Source: an optimization exercise on an open RTL-to-GDS flow (aim: small area). Production flows keep margins and buffers that such runs may drop. At most, simulation tests tie the RTL to the original design; equivalence was not proved. Power is estimated from default activity; no workload was simulated.

==> flow/design.v <==
module Sudoku_Solver
	#(parameter p_CLKs_PB = 16)  
	(input i_Clk,
	 input i_Rx_UART,
	 input i_Switch_1,
	 output logic o_Tx_UART);
	localparam [1:0] RX = 2'd0, SOLVE = 2'd1, TX = 2'd2;
	wire rst = i_Switch_1;
	logic [269:0] ring;
	wire [9:0] head = ring[269:260];
	logic [1:0] p_cb, p_ri, p_rb;        
	logic [1:0] t_ci, t_cb, t_ri, t_rb;  
	logic [1:0] ph;
	logic       pf;
	wire        pend = pf;
	wire        f = pf;
	logic [3:0] a, b, c;
	logic       bs;
	wire [3:0] data = a, idx = b, timer = c;
	wire       busy = bs;                 
	wire       s = bs;                    
	wire [8:0] mask = {c[0], b, a};       
	wire [1:0] r = c[2:1];
	function automatic [11:0] dpd_dec(input [9:0] c);
		logic p, q, r, s_, t, u, v, w, x, y;
		{p, q, r, s_, t, u, v, w, x, y} = c;
		if (!v)
			dpd_dec = {1'b0, p, q, r, 1'b0, s_, t, u, 1'b0, w, x, y};
		else case ({w, x})
			2'b00: dpd_dec = {1'b0, p, q, r, 1'b0, s_, t, u, 3'b100, y};
			2'b01: dpd_dec = {1'b0, p, q, r, 3'b100, u, 1'b0, s_, t, y};
			2'b10: dpd_dec = {3'b100, r, 1'b0, s_, t, u, 1'b0, p, q, y};
			default: case ({s_, t})
				2'b00: dpd_dec = {3'b100, r, 3'b100, u, 1'b0, p, q, y};
				2'b01: dpd_dec = {3'b100, r, 1'b0, p, q, u, 3'b100, y};
				2'b10: dpd_dec = {1'b0, p, q, r, 3'b100, u, 3'b100, y};
				default: dpd_dec = {3'b100, r, 3'b100, u, 3'b100, y};
			endcase
		endcase
	endfunction
	function automatic [9:0] dpd_enc(input [11:0] g);
		logic a, b, c, d, e, f_, g_, h, i, j, k, m;
		{a, b, c, d, e, f_, g_, h, i, j, k, m} = g;
		case ({a, e, i})
			3'b000: dpd_enc = {b, c, d, f_, g_, h, 1'b0, j, k, m};
			3'b001: dpd_enc = {b, c, d, f_, g_, h, 3'b100, m};
			3'b010: dpd_enc = {b, c, d, j, k, h, 3'b101, m};
			3'b011: dpd_enc = {b, c, d, 2'b10, h, 3'b111, m};
			3'b100: dpd_enc = {j, k, d, f_, g_, h, 3'b110, m};
			3'b101: dpd_enc = {f_, g_, d, 2'b01, h, 3'b111, m};
			3'b110: dpd_enc = {j, k, d, 2'b00, h, 3'b111, m};
			default: dpd_enc = {2'b00, d, 2'b11, h, 3'b111, m};
		endcase
	endfunction
	wire [11:0] dg = dpd_dec(head);
	wire [3:0] d0 = dg[11:8], d1 = dg[7:4], d2 = dg[3:0];
	wire z0 = d0 == 4'd0, z1 = d1 == 4'd0, z2 = d2 == 4'd0;
	wire tick = &timer;
	wire endf = tick & idx == 4'd12;
	wire last = p_rb[1] & p_ri[1] & p_cb[1];
	wire e_rb = p_rb == t_rb;
	wire e_ri = p_ri == t_ri;
	wire e_cb = p_cb == t_cb;
	wire row  = e_rb & e_ri;
	wire at_t = row & e_cb;
	wire [1:0] rsel = ph == TX ? (!z0 ? 2'd0 : !z1 ? 2'd1 : 2'd2) : s ? r : 2'd2;
	logic [3:0] dr;
	always_comb
		case (rsel)
			2'd0:    dr = d0;
			2'd1:    dr = d1;
			default: dr = d2;
		endcase
	logic zj;
	always_comb
		case (t_ci)
			2'd0:    zj = z0;
			2'd1:    zj = z1;
			2'd2:    zj = z2;
			default: zj = 1'b0;
		endcase
	function automatic [8:0] onehot(input [3:0] d);
		for (int n = 0; n < 9; n++)
			onehot[n] = d == 4'(n + 1);
	endfunction
	wire peer = !s | row | (e_rb & e_cb) | (e_cb & r == t_ci);
	wire [8:0] seen = peer ? onehot(dr) : 9'd0;
	wire [8:0] zm = ~mask;
	wire single = (zm & (zm - 9'd1)) == 9'd0;
	wire [3:0] digit = {zm[7] | zm[8],
			    zm[3] | zm[4] | zm[5] | zm[6],
			    zm[1] | zm[2] | zm[5] | zm[6],
			    zm[0] | zm[2] | zm[4] | zm[6] | zm[8]};
	wire any_z  = z0 | z1 | z2;
	wire any_nz = !(z0 & z1 & z2);
	wire special = ph == SOLVE ? any_z : any_nz;
	wire tx_go    = ph == TX & !busy & f & any_nz;
	wire rx_start = ph == RX & !busy & tick & !i_Rx_UART;
	wire rx_wr    = ph == RX & pend & at_t;
	wire done_t   = at_t & r[1];
	wire s_next   = ph == SOLVE & (s ? !done_t : zj);
	logic       wr;
	logic [1:0] wsel;
	logic [3:0] wval;
	always_comb begin
		wsel = t_ci;
		case (ph)
			RX:      begin wr = rx_wr;                wval = data;  end
			SOLVE:   begin wr = s & done_t & single;  wval = digit; end
			default: begin wr = tx_go;                wval = 4'd0;
				       wsel = !z0 ? 2'd0 : !z1 ? 2'd1 : 2'd2; end
		endcase
	end
	wire [3:0] n0 = wr && wsel == 2'd0 ? wval : d0;
	wire [3:0] n1 = wr && wsel == 2'd1 ? wval : d1;
	wire [3:0] n2 = wr && wsel == 2'd2 ? wval : d2;
	always_ff @(posedge i_Clk)
		ring <= {ring[259:0], dpd_enc({n0, n1, n2})};
	always_ff @(posedge i_Clk) begin
		p_cb <= p_cb[1] ? 2'd0 : p_cb + 2'd1;
		if (p_cb[1]) begin
			p_ri <= p_ri[1] ? 2'd0 : p_ri + 2'd1;
			if (p_ri[1])
				p_rb <= p_rb[1] ? 2'd0 : p_rb + 2'd1;
		end
		if (ph == RX) begin
			if (tick && busy && idx == 4'd7)
				pf <= 1'b1;
			else if (rx_wr)
				pf <= 1'b0;
		end else
			pf <= last | (f & !special);
		case (ph)
			RX: begin
				if (rx_wr) begin
					t_ci <= t_ci[1] ? 2'd0 : t_ci + 2'd1;
					if (t_ci[1]) begin
						t_cb <= t_cb[1] ? 2'd0 : t_cb + 2'd1;
						if (t_cb[1]) begin
							t_ri <= t_ri[1] ? 2'd0 : t_ri + 2'd1;
							if (t_ri[1])
								t_rb <= t_rb + 2'd1;
						end
					end
				end
				if (t_rb == 2'd3 && !busy)
					ph <= SOLVE;
			end
			SOLVE: begin
				if (!s)
					{t_rb, t_ri, t_cb} <= {p_rb, p_ri, p_cb};
				if (last && !s_next)
					t_ci <= t_ci[1] ? 2'd0 : t_ci + 2'd1;
				if (last && f && !special && !busy)
					ph <= TX;
			end
			default: ;
		endcase
		if (ph == SOLVE) begin
			bs <= s_next;
			{c[0], b, a} <= (s ? mask : 9'd0) | seen;
			if (!s_next)
				c[2:1] <= 2'd2;
			else if (!s)
				c[2:1] <= 2'd0;
			else if (at_t)
				c[2:1] <= r + 2'd1;
		end else begin
			c <= tx_go ? 4'd0 : timer + 4'd1;
			bs <= rx_start | tx_go | (busy & !endf);
			b <= (rx_start | tx_go ? 4'd3 : idx) + {3'd0, tick & !tx_go};
			if (tx_go)
				a <= dr;
			else if (tick && busy && idx[3:2] == 2'b01)
				a <= {i_Rx_UART, data[3:1]};
		end
		if (rst) begin
			{p_rb, p_ri, p_cb} <= 6'd0;
			{t_rb, t_ri, t_cb, t_ci} <= 8'd0;
			ph <= RX;
			bs <= 1'b0;
			pf <= 1'b0;
			c <= 4'd0;
		end
	end
	always_comb
		if (!(ph == TX && busy))
			o_Tx_UART = 1'b1;
		else if (idx[3:2] == 2'b01)
			o_Tx_UART = data[0];
		else
			o_Tx_UART = idx[3] ? !idx[1] : !idx[0];
endmodule
clock: 10.0 ns
lec_check: 0
abc_area: 1
cap_margin: 40
core_margin: 2
core_utilization: 30
place_density: 0.5
slew_margin: 20
standard.sh (not shown) runs the stock make flow with config.mk's settings and CLKGATE_MAP_FILE= SYNTH_SCRIPT=/design/flow/synth_recipe.tcl, a recipe that flattens the netlist after the stock synthesis.
==> flow/flow/run.sh <==
#!/bin/bash
# The standard layout (standard.sh), with two changes:
#  - synthesis: flow/my_synth.tcl, the standard flow's synthesis script with abc's mapping script
#    replaced by flow/abc_area.script;
#  - clock tree synthesis: the arguments in flow/cts_args.txt (no dummy loads).
# make/ORFS output goes to standard.log; ORFS's per-step logs are under orfs/logs.
set -euo pipefail
W="$(pwd)"
CTS="$(cat flow/cts_args.txt)"
bash standard.sh "SYNTH_SCRIPT=$W/flow/my_synth.tcl" "FLOW_ABC_SCRIPT=$W/flow/abc_area.script" \
  "CTS_ARGS=$CTS" finish > standard.log 2>&1
==> flow/flow/abc_area.script <==
strash
&get -n
&deepsyn -T 20
&dch -f
&nf -R 1000
&put
strash
&get -n
&dch -f
&nf -R 1000
&put
topo
==> flow/flow/cts_args.txt <==
-sink_clustering_enable -repair_clock_nets -dont_use_dummy_load -sink_clustering_size 20 -sink_clustering_max_diameter 60 -buf_list sky130_fd_sc_hd__clkbuf_8
==> flow/flow/my_synth.tcl <==
# The standard synthesis (synth_recipe.tcl), with abc's mapping script replaced by
# flow/abc_area.script (area-oriented &nf mapping). Registers are mapped by ORFS's
# dfflibmap as in the standard synthesis; only the combinational mapping differs.
proc synth {args} { yosys synth -nofsm -noshare {*}$args }
proc abc {args} {
  set i [lsearch -exact $args -script]
  if { $i >= 0 } { lset args [expr { $i + 1 }] $::env(FLOW_ABC_SCRIPT) }
  yosys abc {*}$args
}
source $::env(SCRIPTS_DIR)/synth.tcl
# left out here: clear keep_hierarchy, flatten, clean up, hide names made inside functions, write 1_2_yosys.v
Rerun with:
--- a/flow/design.v
+++ b/flow/design.v
@@ -8,15 +8,14 @@
 	wire rst = i_Switch_1;
 	logic [269:0] ring;
 	wire [9:0] head = ring[269:260];
 	logic [1:0] p_cb, p_ri, p_rb;        
 	logic [1:0] t_ci, t_cb, t_ri, t_rb;  
 	logic [1:0] ph;
-	logic       pf;
-	wire        pend = pf;
-	wire        f = pf;
+	logic       f;
+	logic       pend;                    
 	logic [3:0] a, b, c;
 	logic       bs;
 	wire [3:0] data = a, idx = b, timer = c;
 	wire       busy = bs;                 
 	wire       s = bs;                    
 	wire [8:0] mask = {c[0], b, a};       
@@ -120,19 +119,13 @@
 		p_cb <= p_cb[1] ? 2'd0 : p_cb + 2'd1;
 		if (p_cb[1]) begin
 			p_ri <= p_ri[1] ? 2'd0 : p_ri + 2'd1;
 			if (p_ri[1])
 				p_rb <= p_rb[1] ? 2'd0 : p_rb + 2'd1;
 		end
-		if (ph == RX) begin
-			if (tick && busy && idx == 4'd7)
-				pf <= 1'b1;
-			else if (rx_wr)
-				pf <= 1'b0;
-		end else
-			pf <= last | (f & !special);
+		f <= last | (f & !special);
 		case (ph)
 			RX: begin
 				if (rx_wr) begin
 					t_ci <= t_ci[1] ? 2'd0 : t_ci + 2'd1;
 					if (t_ci[1]) begin
 						t_cb <= t_cb[1] ? 2'd0 : t_cb + 2'd1;
@@ -171,18 +164,22 @@
 			b <= (rx_start | tx_go ? 4'd3 : idx) + {3'd0, tick & !tx_go};
 			if (tx_go)
 				a <= dr;
 			else if (tick && busy && idx[3:2] == 2'b01)
 				a <= {i_Rx_UART, data[3:1]};
 		end
+		if (tick && busy && idx == 4'd7)
+			pend <= 1'b1;
+		else if (rx_wr)
+			pend <= 1'b0;
 		if (rst) begin
 			{p_rb, p_ri, p_cb} <= 6'd0;
 			{t_rb, t_ri, t_cb, t_ci} <= 8'd0;
 			ph <= RX;
 			bs <= 1'b0;
-			pf <= 1'b0;
+			pend <= 1'b0;
 			c <= 4'd0;
 		end
 	end
 	always_comb
 		if (!(ph == TX && busy))
 			o_Tx_UART = 1'b1;
After rerunning: Fmax is lower by about 2%. Utilization barely changes. Sequential power barely changes. Worst setup slack degrades by 0.085 ns. Hold slack degrades by 0.0099 ns. Via count is lower by about 1.8%.
Function not checked in the first run of this note: the RTL went through the layout flow alone.

## re-timing with driven ports
In the flow no input, the clock included, has a driving cell. The finished layouts below were timed again as built, in two steps. Step 1: set_driving_cell puts a clkbuf_16 on i_Clk and a buf_2 on each other input, an assumption about the parent block. Step 2 also shifts input and output timing later by t, the mid clock arrival at the registers, as if the neighbouring blocks saw the same clock. a / b / c = ideal ports / drivers / drivers and shift; a / b = the first two.
run | t (ns) | setup slack, ns | hold slack, ns | worst register clock-pin slew, ns | worst slew at a driven data input, ns
the first run | 0.560 | 5.847 / 5.809 / 5.909 | 0.301 / 0.301 / 0.301 | 0.11 / 0.11 | 0.03
the second run | 0.555 | 5.762 / 5.723 / 6.039 | 0.291 / 0.291 / 0.291 | 0.11 / 0.11 | 0.04
After both steps every run listed still meets setup and hold.
